What follows belongs to an exercise in optimizing a design on an open flow for small area and a short achievable clock period; a production flow would make more cautious choices. Only simulation tests tie the RTL to the original design; equivalence was not proved. No activity file was given, so power comes from the tool's default toggle rates.

==> exp/indigo: inputs <==
==> flow/design.v (excerpt) <==
module alu # ( parameter WIDTH = 16, CMD_WIDTH = 4 ) (
	input clk, rst,
	input CE,
	input CIN,
	input mode,
	input [1:0] INP_INVALID,
	input [ CMD_WIDTH-1 :0] CMD,
	input [ WIDTH-1 :0] opa,
	input [ WIDTH-1 :0] opb,
	output reg ERR, OFLOW, g , l, e, cout,
	output reg [ 2 * WIDTH :0] RES
);
==> flow/config.mk <==
export PLATFORM = sky130hd
export DESIGN_NAME = alu
export DESIGN_NICKNAME = alu
export VERILOG_FILES = /design/flow/design.v
export SDC_FILE = /design/flow/constraint.sdc
export NUM_CORES = 4
export LEC_CHECK = 0
export ABC_AREA = 1
export CAP_MARGIN = 20
export CORE_MARGIN = 2
export CORE_UTILIZATION = 40
export SETUP_SLACK_MARGIN = 0.8
export SLEW_MARGIN = 20
==> flow/constraint.sdc <==
create_clock -name core_clock -period 9.0 [get_ports {clk}]
set_input_delay 1.8000 -clock core_clock [delete_from_list [all_inputs] [get_ports {clk}]]
set_output_delay 1.8000 -clock core_clock [all_outputs]
set_load 0.01 [all_outputs]
standard.sh (not shown) runs the stock make flow with config.mk's settings and CLKGATE_MAP_FILE= SYNTH_SCRIPT=/design/flow/synth_recipe.tcl, a recipe that flattens the netlist after the stock synthesis.
==> flow/flow/run.sh <==
#!/bin/bash
# The standard layout (the standard.sh, all of its steps), with two changes:
#  - synthesis: Yosys's synth command also gets -noabc, so its quick generic
#    ABC pass does not rewrite the full adders before extract_fa maps them (that
#    pass leaves an inverter between most pairs of adder cells).  The rest of
#    the synthesis script is synth_recipe.tcl unchanged (-nofsm -noshare,
#    flatten, renames), and ORFS's own ABC mapping still runs afterwards.
#  - placement: buffer_ports uses sky130_fd_sc_hd__buf_1 for the port buffers
#    instead of the delay cell it picks by default; every input and output port
#    still gets its own buffer.
# The make output is kept in standard.log.
set -euo pipefail
{
  echo 'proc synth {args} { yosys synth -nofsm -noshare -noabc {*}$args }'
  tail -n +2 synth_recipe.tcl
} > synth_noabc.tcl
bash standard.sh SYNTH_SCRIPT="$PWD/synth_noabc.tcl" \
  BUFFER_PORTS_ARGS="-buffer_cell sky130_fd_sc_hd__buf_1" finish > standard.log 2>&1
==> exp/nickel: changes against exp/indigo <==
Settings changed: CORE_UTILIZATION 40 to 30, SETUP_SLACK_MARGIN 0.8 to 0.7.
==> exp/amber: changes against exp/indigo <==
Settings changed: GPL_TIMING_DRIVEN from default to 0, SETUP_SLACK_MARGIN 0.8 to default.
==> exp/sierra: changes against exp/indigo <==
Settings changed: ABC_AREA 1 to default, GPL_TIMING_DRIVEN from default to 0, SETUP_SLACK_MARGIN 0.8 to default.
==> summary.txt <==
exp/nickel went through all stages and came out clean. exp/indigo completed without violations. exp/sierra completed with no timing, DRC or antenna violations. exp/amber went through all stages and came out clean. Combinational power: exp/nickel is lower than exp/amber (about 4%). In count of clock-buffer cells in the layout, exp/nickel and exp/indigo do not differ. Clock skew is the same in exp/sierra and exp/amber. Worst setup slack, highest first: exp/indigo, exp/nickel, exp/amber, exp/sierra. Sequential power is about the same in exp/sierra and exp/amber. Of exp/amber and exp/sierra, exp/amber has the higher die area (gap about 5%, measured against exp/sierra). First-iteration DRC count is the same in exp/nickel and exp/sierra. In flip-flop and latch count, exp/nickel and exp/indigo do not differ. In exp/amber the design area is higher than in exp/indigo, by about 1%.

* * *

==> exp/tundra: inputs <==
alu, a different RTL version from the one above (not shown whole).
Settings: LEC_CHECK=0, CAP_MARGIN=20, CORE_MARGIN=2, CORE_UTILIZATION=40, SETUP_SLACK_MARGIN=2.0, SLEW_MARGIN=20; clock period 9.0 ns.
run.sh (not shown) runs the stock make flow with config.mk's settings and CLKGATE_MAP_FILE= SYNTH_SCRIPT=/design/flow/synth_recipe.tcl, a recipe that flattens the netlist after the stock synthesis.
Stock flow here: none of the scripts above is used.
==> inputs of exp/raven, as changes to exp/tundra <==
ABC_AREA = 1   (was default)
GPL_TIMING_DRIVEN = 0   (was default)
SETUP_SLACK_MARGIN = default   (was 2.0)
==> inputs of exp/delta, as changes to exp/tundra <==
GPL_TIMING_DRIVEN = 0   (was default)
SETUP_SLACK_MARGIN = default   (was 2.0)
==> comparison table <==
Relative contribution of combinational cells to total power: exp/delta 0.464; exp/tundra 0.539; exp/raven 0.476
CLK BUF: exp/delta 6; exp/tundra 7; exp/raven 6
Worst R2R Path Depth: exp/delta 1; exp/tundra 1; exp/raven 3
Multiplexer area fraction after synthesis: exp/delta 0.0137; exp/tundra 0.0137; exp/raven 0
Stage delay of the slowest cell on the critical path: exp/delta 0.61 ns; exp/tundra 0.52 ns; exp/raven 0.67 ns
Number of gates resized after cts: exp/delta 157; exp/tundra 146; exp/raven 87
Highest ir drop seen on vdd: exp/delta 0.0000742 V; exp/tundra 0.0000675 V; exp/raven 0.0000730 V
Total number of vias: exp/delta 11800; exp/tundra 11900; exp/raven 13100
Worst setup margin: exp/delta 0.165 ns; exp/tundra 0.493 ns; exp/raven 0.147 ns
Layout overhead on the synthesized area: exp/delta 19.7%; exp/tundra 32.5%; exp/raven 16.6%
Worst reg2reg path endpoint: exp/delta l; exp/tundra l; exp/raven RES[30]
Power Internal: exp/delta 487 µW; exp/tundra 482 µW; exp/raven 492 µW
Run status: exp/delta complete, no violations; exp/tundra complete, no violations; exp/raven complete, no violations
Worst min-delay path endpoint: exp/delta ERR; exp/tundra RES[14]; exp/raven e

-- re-timing with driven ports --
In the flow no input, the clock included, has a driving cell. The finished layouts below were timed again as built, in two steps.
Step 1 (the two cells are an assumption about what drives the block):
set clk [get_ports {clk}]
set_driving_cell -lib_cell sky130_fd_sc_hd__clkbuf_16 $clk
set_driving_cell -lib_cell sky130_fd_sc_hd__buf_2 [delete_from_list [all_inputs] $clk]
Step 2 times the ports against the registers' clock, not the clock port: input delays grow and output delays shrink by t, the midpoint of the rising clock arrivals with the driver on.
Three values: ideal, step 1, step 2; two values: the first two.
run | t, ns | setup slack, ns | worst hold slack (ns)
exp/indigo | 0.310 | 1.103 / 1.112 / 0.802 | 0.493 / 0.493 / 0.493
exp/nickel | 0.328 | 0.986 / 0.998 / 0.671 | 0.485 / 0.485 / 0.485
exp/amber | 0.308 | 0.361 / 0.371 / 0.063 | 0.486 / 0.486 / 0.486
exp/sierra | 0.314 | 0.185 / 0.192 / -0.122 | 0.486 / 0.486 / 0.486
exp/tundra | 0.310 | 0.493 / 0.484 / 0.174 | 0.481 / 0.481 / 0.481
exp/raven | 0.319 | 0.147 / 0.162 / -0.157 | 0.494 / 0.494 / 0.494
exp/delta | 0.316 | 0.165 / 0.160 / -0.156 | 0.479 / 0.479 / 0.479
Met with ideal ports but missed after step 2: setup timing in exp/sierra, exp/raven and exp/delta. For exp/delta, which loses most, drivers alone change the setup slack by -0.005 ns; drivers and shift together by -0.321 ns.
